What follows belongs to an exercise in optimizing a design on an open flow for small area, a short achievable clock period and few clock cycles per item; a production flow would make more cautious choices.
The RTL was checked by simulation tests, not by an equivalence proof against the original design.

== job 6312 ==
Design average, start of the top module:
module average #(
    parameter NOF_BITS = 32,
    parameter WIDTH = 32
) (
    input  wire                     clk,
    input  wire                     rst_n,
    input  wire                     start,
    input  wire                     data_first,
    input  wire                     data_last,
    input  wire [NOF_BITS-1:0]      data_in,
    output wire [NOF_BITS:0]        data_out,
    output reg                      busy,
    output reg                      TO,
    output reg                      done
);
    reg        wt, dv, lst;
    reg [5:0]  c;           
    reg [31:0] din;         
    reg [16:0] cnt;         
    reg [7:0]  n3;          
    reg [32:0] q;           
    wire [15:0] r = din[15:0];
    wire fast = (cnt[16:6] == 11'd0);
    wire [5:0] r0 = {r[5:1], r[0] | q[32]};    
    wire [7:0] t  = {r0, q[31:30]};
    wire [7:0] d1, d2, d3;
    wire ge1, ge2, ge3;
    pfx_add #(8) u_d1 (.a(t), .b(~{2'b0, cnt[5:0]}),       .ci(1'b1), .s(d1), .co(ge1));
    pfx_add #(8) u_d2 (.a(t), .b(~{1'b0, cnt[5:0], 1'b0}), .ci(1'b1), .s(d2), .co(ge2));
    pfx_add #(8) u_d3 (.a(t), .b(~n3),                     .ci(1'b1), .s(d3), .co(ge3));
    wire [5:0] fr = ge3 ? d3[5:0] : ge2 ? d2[5:0] : ge1 ? d1[5:0] : t[5:0];
    wire [1:0] fd = {ge2, ge3 | (ge1 & !ge2)};
    wire [16:0] st = {r[15:1], r0[0], q[31]};
    wire [16:0] sd;
    wire        sge;
  ...
Settings: LEC_CHECK=0, ABC_AREA=1, CAP_MARGIN=20, CORE_MARGIN=2, CORE_UTILIZATION=50, CTS_BUF_LIST=sky130_fd_sc_hd__clkbuf_4 sky130_fd_sc_hd__clkbuf_8, CTS_CLUSTER_SIZE=30, SETUP_SLACK_MARGIN=5, SLEW_MARGIN=20; clock period 8.0 ns.
standard.sh (not shown) runs the stock make flow with config.mk's settings and CLKGATE_MAP_FILE= SYNTH_SCRIPT=/design/flow/synth_recipe.tcl, a recipe that flattens the netlist after the stock synthesis.
==> flow/flow/run.sh <==
#!/bin/bash
set -euo pipefail
bash standard.sh SETUP_SLACK_MARGIN=5.25 "BUFFER_PORTS_ARGS=-buffer_cell sky130_fd_sc_hd__buf_1" finish > make_finish.log 2>&1
Job 6312 was carried through to the last stage, and its layout satisfied the timing, DRC and antenna checks.
Testbench counts of job 6312, summed over its fixed seeds: cycles 27,663, items 800.
The following lists how job 4157 was set up differently from job 6312:
- clearing ABC_AREA, which used to be 1
==> summary.txt <==
Of the two values seen for cell with the largest stage delay on the worst path, sky130_fd_sc_hd__dfxtp_1 was produced by job 4157 and sky130_fd_sc_hd__dfrtp_4 by job 6312. Arithmetic-cell share of the synthesized area counting full adders, half adders and majority gates was higher in job 4157 than in job 6312. Compared job 4157 vs job 6312, and largest stage delay on the critical path is down in job 4157. Of the two values seen for launch point of the worst path, q[32] was produced by job 4157 and busy by job 6312. Looking at final instance area across job 4157 and job 6312, the one that comes out higher is job 6312. On setup slack, the lower figure sits with job 6312, not job 4157.
Edits applied to the flow inputs when going from job 4157 to job 9332:
- ABC_AREA newly set to 1
==> flow/flow/run.sh <==
#!/bin/bash
set -euo pipefail
bash standard.sh SETUP_SLACK_MARGIN=5.5 "BUFFER_PORTS_ARGS=-buffer_cell sky130_fd_sc_hd__buf_1" finish > make_finish.log 2>&1
- Compared with job 4157, job 9332 shows a count of TritonRoute iterations in the first routing pass that is 1 lower.
- Job 9332: count of buffering cells on the critical path with inverters included is 1 lower than what job 4157 reported.
- The higher utilization after layout came out of job 4157.
- Taking job 4157 as the reference, in job 9332 fraction of standard cell area in multi-input logic fell 3.6 points; final non-filler cell area rose 8.1%; required arrival time at the worst endpoint lost 1.92 ns.
### job 9332 -> job 5992
- a change of CORE_UTILIZATION from 50 to 60
- a change of CTS_BUF_LIST from sky130_fd_sc_hd__clkbuf_4 sky130_fd_sc_hd__clkbuf_8 to sky130_fd_sc_hd__clkbuf_8 sky130_fd_sc_hd__clkbuf_16
- a deleted ABC_AREA that had been 1
==> flow/flow/run.sh <==
#!/bin/bash
set -euo pipefail
bash standard.sh SETUP_SLACK_MARGIN=5.25 "BUFFER_PORTS_ARGS=-buffer_cell sky130_fd_sc_hd__buf_1" finish > make_finish.log 2>&1
### Flow results
- Taking job 5992 over job 9332, the routed wire length ratio works out to 0.871.
- Higher required time of the critical path goes to job 5992 over job 9332.
- Lower worst slack at placement goes to job 5992 over job 9332.
- The clock skew in job 5992 sits 0.0086 ns above the value recorded for job 9332.
- Fmax in job 5992 is 3.1% below job 9332.
- What job 5992 reported for synthesized cell count has to be multiplied by 1.4 to get the figure for job 9332.
- Measured against job 9332, the die area of job 5992 comes out at 0.77 times the reference value.
- Multi-input logic cell count for job 5992: 238 down relative to job 9332
### job 5992 -> job 9991
- CTS_BUF_LIST changed from sky130_fd_sc_hd__clkbuf_8 sky130_fd_sc_hd__clkbuf_16 to sky130_fd_sc_hd__clkbuf_4 sky130_fd_sc_hd__clkbuf_8
- CORE_UTILIZATION changed from 60 to 50
- GPL_TIMING_DRIVEN newly set to 1
Findings:
Note that the overall die area recorded for job 9991 amounts to 1.19 times the value seen in job 5992. Going from job 5992 to job 9991, multi-input logic portion of the cell area shrank by 0.38 points, minimum setup slack in the final design grew by 0.019 ns, count of cell instances traversed by the critical path shrank by 1, wire length of the first global-routing pass grew by about 1.3%. Highest attainable clock frequency on job 9991 is ahead of job 5992. Diff job 5992 -> job 9991 | register-to-register setup slack | increase of 0.02 ns.


average, a different RTL version from the one above (not shown whole).
Size in the first run: roughly 120 flip-flops, ~73 I/O pins, roughly 6900 sq um of cells after synthesis.
export LEC_CHECK = 0
export CAP_MARGIN = 20
export CORE_MARGIN = 2
export CORE_UTILIZATION = 60
export CTS_BUF_LIST = sky130_fd_sc_hd__clkbuf_4 sky130_fd_sc_hd__clkbuf_8
export CTS_CLUSTER_SIZE = 30
export SETUP_SLACK_MARGIN = 5
export SLEW_MARGIN = 20
export TNS_END_PERCENT = 0
create_clock -name core_clock -period 8.0 [get_ports {clk}]
==> flow/flow/run.sh <==
#!/bin/bash
set -euo pipefail
bash standard.sh SETUP_SLACK_MARGIN=5.3 "BUFFER_PORTS_ARGS=-buffer_cell sky130_fd_sc_hd__buf_1" finish > make_finish.log 2>&1
The starting point passed the timing, DRC and antenna checks.
Testbench counts at the start, summed over its fixed seeds: cycles 27,663, items 800.
Rerun with:
==> flow/flow/run.sh (replaced) <==
#!/bin/bash
set -euo pipefail
bash standard.sh SETUP_SLACK_MARGIN=5.45 "BUFFER_PORTS_ARGS=-buffer_cell sky130_fd_sc_hd__buf_1" finish > make_finish.log 2>&1
- CTS_BUF_LIST: sky130_fd_sc_hd__clkbuf_4 sky130_fd_sc_hd__clkbuf_8 -> not set
- CTS_CLUSTER_SIZE: 30 -> not set
- TNS_END_PERCENT: 0 -> not set
The changed run passed the timing, DRC and antenna checks.
Hold slack is worse by 14 ps.
Wire length goes up by 5.8%.
Via count increases by 0.84%.
Area after synthesis stays the same.
Core utilization increases by 6.3 points.
Setup slack is better by 150 ps.
Global-route usage increases by 0.65 points.
Design area rises by 9.1%.
Rerun with:
==> flow/flow/run.sh (replaced) <==
#!/bin/bash
set -euo pipefail
bash standard.sh SETUP_SLACK_MARGIN=5.25 "BUFFER_PORTS_ARGS=-buffer_cell sky130_fd_sc_hd__buf_1" finish > make_finish.log 2>&1
- CTS_BUF_LIST: not set -> sky130_fd_sc_hd__clkbuf_4 sky130_fd_sc_hd__clkbuf_8
- CTS_CLUSTER_SIZE: not set -> 30
Setup slack is worse by 150 ps. Flip-flop and latch count does not change. Final area goes down by 8.4%. Routed wire length came out lower by 5.0%. Worst hold slack gains 15 ps. Global-route usage is lower by 0.67 points. Critical path depth is unchanged. Non-clock buffer count came out lower by 17.
Rerun with:
==> flow/run.sh (new file) <==
#!/bin/bash
# synth_recipe.tcl (not shown) runs the flow's synth.tcl, then flattens the netlist and writes it again
# the make line also repeats each setting of config.mk as NAME=value (left out here)
make -C /OpenROAD-flow-scripts/flow DESIGN_CONFIG=/design/flow/config.mk WORK_HOME=/design/flow/orfs CLKGATE_MAP_FILE= SYNTH_SCRIPT=/design/flow/synth_recipe.tcl finish
- CTS_BUF_LIST: sky130_fd_sc_hd__clkbuf_4 sky130_fd_sc_hd__clkbuf_8 -> not set
- CTS_CLUSTER_SIZE: 30 -> not set
removed: flow/flow/run.sh
removed: flow/standard.sh
Effect: Core utilization grows by 5.8 points; global-route usage came out higher by 0.96 points; die area does not change.

separate check: timing with driven ports:
The flow's constraints put no driver on any port. The routed layouts listed below were extracted and timed again, unchanged, in two steps.
Step 1, drivers: a clkbuf_16 drives clk and a buf_2 each remaining input, both assumed.
Step 2, shift: input delay + t, output delay - t, t = (earliest + latest rising clock arrival at the registers) / 2. This alone moves slack from input paths to output paths.
Slacks: ideal ports / drivers / drivers and shift; pairs: ideal ports / drivers.
run	t (ns)	slack for setup (ns)	hold WS [ns]	slew at the worst register clock pin (ns)	pins driven straight from the clock port
job 6312	0.427	5.284 / 5.246 / 5.515	0.462 / 0.462 / 0.462	0.10 / 0.10	1
job 4157	0.423	5.334 / 5.334 / 5.334	0.480 / 0.480 / 0.480	0.10 / 0.10	1
job 9332	0.428	5.399 / 5.360 / 5.523	0.462 / 0.462 / 0.462	0.10 / 0.10	1
job 5992	0.418	5.315 / 5.293 / 5.315	0.466 / 0.466 / 0.466	0.10 / 0.10	1
job 9991	0.423	5.334 / 5.334 / 5.334	0.480 / 0.480 / 0.480	0.10 / 0.10	1
the first run of note 2	0.484	5.305 / 5.268 / 5.368	0.476 / 0.476 / 0.476	0.08 / 0.08	1
the second run of note 2	0.457	5.455 / 5.415 / 5.461	0.462 / 0.462 / 0.462	0.06 / 0.06	1
the third run of note 2	0.487	5.301 / 5.265 / 5.376	0.477 / 0.477 / 0.477	0.08 / 0.08	1
the fourth run of note 2	0.462	5.035 / 4.992 / 5.165	0.459 / 0.459 / 0.459	0.06 / 0.06	1
After both steps setup and hold are still met in every run listed.
